Source: an optimization exercise on an open RTL-to-GDS flow (aim: small area and a short achievable clock period). Production flows keep margins and buffers that such runs may drop. Power figures rest on the tool's default switching activity, not on a simulated workload.

==> inputs of run a <==
==> flow/design.v <==
module AXI4StreamMaster (
    clock,
    resetn,
    TDATA, TLAST, TID, TDEST, TVALID, TREADY,
    S_AXI_AWADDR, S_AXI_AWPROT, S_AXI_AWVALID, S_AXI_AWREADY,
    S_AXI_WDATA, S_AXI_WSTRB, S_AXI_WVALID, S_AXI_WREADY,
    S_AXI_BRESP, S_AXI_BVALID, S_AXI_BREADY,
    S_AXI_ARADDR, S_AXI_ARPROT, S_AXI_ARVALID, S_AXI_ARREADY,
    S_AXI_RDATA, S_AXI_RRESP, S_AXI_RVALID, S_AXI_RREADY
);
input  logic [4:0]  S_AXI_AWADDR;
input  logic [2:0]  S_AXI_AWPROT;
input  logic        S_AXI_AWVALID;
output logic        S_AXI_AWREADY;
input  logic [31:0] S_AXI_WDATA;
input  logic [3:0]  S_AXI_WSTRB;
input  logic        S_AXI_WVALID;
output logic        S_AXI_WREADY;
output logic [1:0]  S_AXI_BRESP;
output logic        S_AXI_BVALID;
input  logic        S_AXI_BREADY;
input  logic [4:0]  S_AXI_ARADDR;
input  logic [2:0]  S_AXI_ARPROT;
input  logic        S_AXI_ARVALID;
output logic        S_AXI_ARREADY;
output logic [31:0] S_AXI_RDATA;
output logic [1:0]  S_AXI_RRESP;
output logic        S_AXI_RVALID;
input  logic        S_AXI_RREADY;
input  logic        clock;
input  logic        resetn;
output logic [31:0] TDATA;
output logic        TLAST;
output logic [1:0]  TID;
output logic [1:0]  TDEST;
output logic        TVALID;
input  logic        TREADY;
logic [31:0] reg_control;
logic [31:0] reg_num_bytes;
logic [1:0]  dest_lo;
logic [31:2] dest_hi;
logic        ctrl_wr, dest_wr;
logic        wready;
logic        sel_ctrl, sel_nb, sel_dest;
logic        bvalid;
logic        rvalid;
logic [31:0] rdata;
logic        start;
logic        busy;
logic        tlast_q;
logic        busy_next;
logic [31:0] cnt;
wire aw_hs = S_AXI_AWVALID & ~wready;
wire w_hs  = S_AXI_WVALID & wready;
wire we_ctrl = w_hs & sel_ctrl;
wire we_nb   = w_hs & sel_nb;
wire we_dest = w_hs & sel_dest;
assign S_AXI_AWREADY = ~wready;
assign S_AXI_WREADY  = wready;
assign S_AXI_BVALID  = bvalid;
assign S_AXI_BRESP   = 2'b00;
assign S_AXI_ARREADY = ~rvalid;
assign S_AXI_RVALID  = rvalid;
assign S_AXI_RDATA   = rdata;
assign S_AXI_RRESP   = 2'b00;
always_ff @(posedge clock) begin
    if (!resetn) begin
        wready <= 1'b0;
        bvalid <= 1'b0;
        rvalid <= 1'b0;
        start  <= 1'b0;
        busy   <= 1'b0;
        ctrl_wr <= 1'b0;
        dest_wr <= 1'b0;
        reg_num_bytes <= '0;
        dest_lo <= 2'b00;
    end else begin
        wready <= wready ? ~S_AXI_WVALID : S_AXI_AWVALID;
        bvalid <= w_hs | (bvalid & ~S_AXI_BREADY);
        rvalid <= rvalid ? ~S_AXI_RREADY : S_AXI_ARVALID;
        start  <= we_ctrl & S_AXI_WDATA[0];
        busy   <= busy_next;
        if (we_ctrl) ctrl_wr <= 1'b1;
        if (we_dest) dest_wr <= 1'b1;
        if (we_nb)   reg_num_bytes <= S_AXI_WDATA;
        if (we_dest) dest_lo <= S_AXI_WDATA[1:0];
    end
end
always_ff @(posedge clock) begin
    if (aw_hs) begin
        sel_ctrl <= (S_AXI_AWADDR == 5'h00);
        sel_nb   <= (S_AXI_AWADDR == 5'h10);
        sel_dest <= (S_AXI_AWADDR == 5'h14);
    end
    if (we_ctrl) reg_control <= S_AXI_WDATA;
    if (we_dest) dest_hi <= S_AXI_WDATA[31:2];
end
wire ar_ctrl = (S_AXI_ARADDR == 5'h00) & ctrl_wr;
wire ar_stat = (S_AXI_ARADDR == 5'h04);
wire ar_nb   = (S_AXI_ARADDR == 5'h10);
wire ar_dest = (S_AXI_ARADDR == 5'h14) & dest_wr;
wire [31:0] rd_val = ({32{ar_ctrl}} & reg_control)
                   | ({32{ar_nb}}   & reg_num_bytes)
                   | ({32{ar_dest}} & {dest_hi, dest_lo})
                   | {31'b0, ar_stat & busy};
always_ff @(posedge clock) begin
    if (!rvalid) rdata <= rd_val;
end
wire inc = busy & TREADY;
always_ff @(posedge clock) begin
    if (start) cnt <= '0;
    else       cnt <= cnt + {31'b0, inc};
end
function automatic logic [2:0] cmp12(input logic [31:0] a, input logic [31:0] b);
    logic hi;
    hi = 1'b1;
    for (int i = 2; i < 32; i++)
        hi = hi & ((a[i] ^ b[i]) == (a[i-1] & ~b[i-1]));
    cmp12 = {hi,
             (a[0] != b[0]) & ((a[1] ^ b[1]) == (a[0] & ~b[0])),
             (a[0] == b[0]) & (a[1] != b[1])};
endfunction
wire [31:0] Kq = {2'b00, reg_num_bytes[31:2]};
wire [31:0] Kw = {2'b00, S_AXI_WDATA[31:2]};
wire [2:0]  ck = cmp12(cnt, Kq);
wire [2:0]  cw = cmp12(cnt, Kw);
wire k_is_1 = (Kq == 32'd1);
wire m_next = we_nb ? (cw[2] & (inc ? cw[0] : cw[1]))
            : start ? k_is_1
            : (ck[2] & (inc ? ck[0] : ck[1]));
assign busy_next = start | (busy & ~(tlast_q & TREADY));
always_ff @(posedge clock) begin
    tlast_q <= busy_next & m_next;
end
assign TVALID = busy;
assign TDATA  = cnt;
assign TLAST  = tlast_q;
assign TDEST  = dest_lo;
assign TID    = 2'b00;
endmodule
==> flow/run.sh <==
#!/bin/bash
# synth_recipe.tcl (not shown) runs the flow's synth.tcl, then flattens the netlist and writes it again
# the make line also repeats each setting of config.mk as NAME=value (left out here)
make -C /OpenROAD-flow-scripts/flow DESIGN_CONFIG=/design/flow/config.mk WORK_HOME=/design/flow/orfs CLKGATE_MAP_FILE= SYNTH_SCRIPT=/design/flow/synth_recipe.tcl finish
==> flow/config.mk <==
export PLATFORM = sky130hd
export DESIGN_NAME = AXI4StreamMaster
export DESIGN_NICKNAME = AXI4StreamMaster
export VERILOG_FILES = /design/flow/design.v
export SDC_FILE = /design/flow/constraint.sdc
export NUM_CORES = 4
export LEC_CHECK = 0
export CAP_MARGIN = 20
export CORE_MARGIN = 2
export CORE_UTILIZATION = 40
export SLEW_MARGIN = 20
==> flow/constraint.sdc <==
create_clock -name core_clock -period 4.5 [get_ports {clock}]
set_input_delay 0.9000 -clock core_clock [delete_from_list [all_inputs] [get_ports {clock}]]
set_output_delay 0.9000 -clock core_clock [all_outputs]
set_load 0.01 [all_outputs]
==> run b: changes against run a <==
--- a/flow/design.v
+++ b/flow/design.v
@@ -41,4 +41,5 @@
 logic [31:2] dest_hi;
-logic        ctrl_wr, dest_wr;
+logic        ctrl_wr, dest_wr, nb_wr;
 logic        wready;
+logic        awready;    
 logic        sel_ctrl, sel_nb, sel_dest;
@@ -46,2 +47,3 @@
 logic        rvalid;
+logic        arready;    
 logic [31:0] rdata;
@@ -49,3 +51,2 @@
 logic        busy;
-logic        tlast_q;
 logic        busy_next;
@@ -53,2 +54,4 @@
 wire aw_hs = S_AXI_AWVALID & ~wready;
+wire wready_next = wready ? ~S_AXI_WVALID : S_AXI_AWVALID;
+wire rvalid_next = rvalid ? ~S_AXI_RREADY : S_AXI_ARVALID;
 wire w_hs  = S_AXI_WVALID & wready;
@@ -57,3 +60,3 @@
 wire we_dest = w_hs & sel_dest;
-assign S_AXI_AWREADY = ~wready;
+assign S_AXI_AWREADY = awready;
 assign S_AXI_WREADY  = wready;
@@ -61,3 +64,3 @@
 assign S_AXI_BRESP   = 2'b00;
-assign S_AXI_ARREADY = ~rvalid;
+assign S_AXI_ARREADY = arready;
 assign S_AXI_RVALID  = rvalid;
@@ -68,2 +71,4 @@
         wready <= 1'b0;
+        awready <= 1'b1;
+        arready <= 1'b1;
         bvalid <= 1'b0;
@@ -74,8 +79,10 @@
         dest_wr <= 1'b0;
-        reg_num_bytes <= '0;
+        nb_wr   <= 1'b0;
         dest_lo <= 2'b00;
     end else begin
-        wready <= wready ? ~S_AXI_WVALID : S_AXI_AWVALID;
+        wready <= wready_next;
+        awready <= ~wready_next;
         bvalid <= w_hs | (bvalid & ~S_AXI_BREADY);
-        rvalid <= rvalid ? ~S_AXI_RREADY : S_AXI_ARVALID;
+        rvalid <= rvalid_next;
+        arready <= ~rvalid_next;
         start  <= we_ctrl & S_AXI_WDATA[0];
@@ -84,3 +91,3 @@
         if (we_dest) dest_wr <= 1'b1;
-        if (we_nb)   reg_num_bytes <= S_AXI_WDATA;
+        if (we_nb)   nb_wr <= 1'b1;
         if (we_dest) dest_lo <= S_AXI_WDATA[1:0];
@@ -95,2 +102,3 @@
     if (we_ctrl) reg_control <= S_AXI_WDATA;
+    if (we_nb)   reg_num_bytes <= S_AXI_WDATA;
     if (we_dest) dest_hi <= S_AXI_WDATA[31:2];
@@ -99,3 +107,3 @@
 wire ar_stat = (S_AXI_ARADDR == 5'h04);
-wire ar_nb   = (S_AXI_ARADDR == 5'h10);
+wire ar_nb   = (S_AXI_ARADDR == 5'h10) & nb_wr;
 wire ar_dest = (S_AXI_ARADDR == 5'h14) & dest_wr;
@@ -109,14 +117,16 @@
 wire inc = busy & TREADY;
+wire [31:1] q1 = cnt[31:1] + 31'd1;
+wire [31:0] cnt_p1 = cnt + 32'd1;
 always_ff @(posedge clock) begin
-    if (start) cnt <= '0;
-    else       cnt <= cnt + {31'b0, inc};
+    if (start)    cnt <= '0;
+    else if (inc) cnt <= cnt_p1;
 end
-function automatic logic [2:0] cmp12(input logic [31:0] a, input logic [31:0] b);
-    logic hi;
-    hi = 1'b1;
-    for (int i = 2; i < 32; i++)
-        hi = hi & ((a[i] ^ b[i]) == (a[i-1] & ~b[i-1]));
-    cmp12 = {hi,
-             (a[0] != b[0]) & ((a[1] ^ b[1]) == (a[0] & ~b[0])),
-             (a[0] == b[0]) & (a[1] != b[1])};
+function automatic logic hi_ok(input logic [31:0] a, input logic [31:0] b, input int lo, input int hi);
+    hi_ok = 1'b1;
+    for (int i = lo; i <= hi; i++)
+        hi_ok = hi_ok & ((a[i] ^ b[i]) == (a[i-1] & ~b[i-1]));
+endfunction
+function automatic logic lo_ok(input logic [31:0] a, input logic [31:0] b, input logic two);
+    lo_ok = two ? ((a[0] == b[0]) & (a[1] != b[1]))
+                : ((a[0] != b[0]) & ((a[1] ^ b[1]) == (a[0] & ~b[0])));
 endfunction
@@ -124,11 +134,15 @@
 wire [31:0] Kw = {2'b00, S_AXI_WDATA[31:2]};
-wire [2:0]  ck = cmp12(cnt, Kq);
-wire [2:0]  cw = cmp12(cnt, Kw);
 wire k_is_1 = (Kq == 32'd1);
-wire m_next = we_nb ? (cw[2] & (inc ? cw[0] : cw[1]))
-            : start ? k_is_1
-            : (ck[2] & (inc ? ck[0] : ck[1]));
-assign busy_next = start | (busy & ~(tlast_q & TREADY));
+wire ones_hi = &cnt[31:2];
+wire m_reg = start ? (nb_wr & k_is_1)
+           : nb_wr ? (hi_ok(cnt, Kq, 2, 31) & lo_ok(cnt, Kq, inc))
+           : (ones_hi & cnt[1] & (cnt[0] ^ inc));
+logic tlast_q;
+wire wq = (q1 == Kw[31:1]);
+wire wc = (cnt[31:1] == Kw[31:1]);
+wire use_q = inc | cnt[0];
+wire w_lo = inc ? (cnt[0] == Kw[0]) : (cnt[0] != Kw[0]);
+assign busy_next = start | (busy & ~(TLAST & TREADY));
 always_ff @(posedge clock) begin
-    tlast_q <= busy_next & m_next;
+    tlast_q <= busy_next & (we_nb ? ((use_q ? wq : wc) & w_lo) : m_reg);
 end
==> flow/flow/run.sh (new file) <==
#!/bin/bash
# Standard synthesis, then the standard layout with plain buf_1 port buffers
# and the clock tree options below.
set -euo pipefail
bash standard.sh synth > synth.log 2>&1
bash standard.sh "BUFFER_PORTS_ARGS=-buffer_cell sky130_fd_sc_hd__buf_1" "CTS_ARGS=-sink_clustering_enable -repair_clock_nets -dont_use_dummy_load -buf_list sky130_fd_sc_hd__clkbuf_8 -root_buf sky130_fd_sc_hd__clkbuf_16" finish > layout.log 2>&1
==> flow/standard.sh (new file) <==
#!/bin/bash
# synth_recipe.tcl (not shown) runs the flow's synth.tcl, then flattens the netlist and writes it again
# the make line also repeats each setting of config.mk as NAME=value (left out here)
make -C /OpenROAD-flow-scripts/flow DESIGN_CONFIG=/design/flow/config.mk WORK_HOME=/design/flow/orfs CLKGATE_MAP_FILE= SYNTH_SCRIPT=/design/flow/synth_recipe.tcl "${@:-finish}"
SETUP_SLACK_MARGIN = 2.6   (was unset)
removed: flow/run.sh
==> flow_summary.yaml <==
run_status:
  outcome: "complete, no violations"
finish:
  layout-drive-gt1-share: 0.04842
  syn_to_final_growth_pct: 25.52
route:
  routed_wl_um: 20500
pwr:
  p_comb_w: 0.000241
yosys:
  synthTopCellsByCount: "edfxtp_1 (97), inv_1 (96), nand2_1 (84)"
grt:
  grt_use_met1: 0.2814
-- figures above: run a

==> flow_summary.yaml <==
run_status:
  outcome: "complete, no violations"
route:
  routed_wl_um: 22830
cts:
  cts.sinks: 174
pwr:
  p_leak_nw: 4.164
  p_comb_w: 0.000284
  switching_share: 0.2346
min_path:
  hp-start: "bvalid"
die:
  die-area_mm2: 0.02191
finish:
  syn_to_final_growth_pct: 25.44
worst_setup_path:
  reg2reg_from: "cnt[21]"
  crit_family: "simple AND/OR/NAND/NOR gates"
timing:
  relSlewSlack: 0.6412
grt:
  grt_use_met1: 0.2936
-- figures above: run b

No functional check of the RTL was part of any run of this note.

## afterwards: timing with drivers on the ports
The flow's constraints put no driver on any port. The routed layouts listed below were extracted and timed again, unchanged, in two steps. Step 1, drivers: a clkbuf_16 drives clock and a buf_2 each remaining input, both assumed. Step 2 adds t to the input delays and takes it off the output delays; t is the mean of the earliest and latest rising clock arrival at the registers after step 1. Input paths then give back, and output paths get back, about the clock's delay inside the block. Three values: ideal, step 1, step 2; two values: the first two.
| run | t (ns) | setup WS [ns] | worst data-port slew with drivers (ns) |
|---|---|---|---|
| run a | 0.470 | 1.447 / 1.456 / 0.986 | 0.06 |
| run b | 0.419 | 2.082 / 2.054 / 1.635 | 0.07 |
After both steps every run listed still meets setup and hold. The setup slack of run a, which loses most, moves by +0.009 ns with the drivers and by -0.461 ns with both steps.
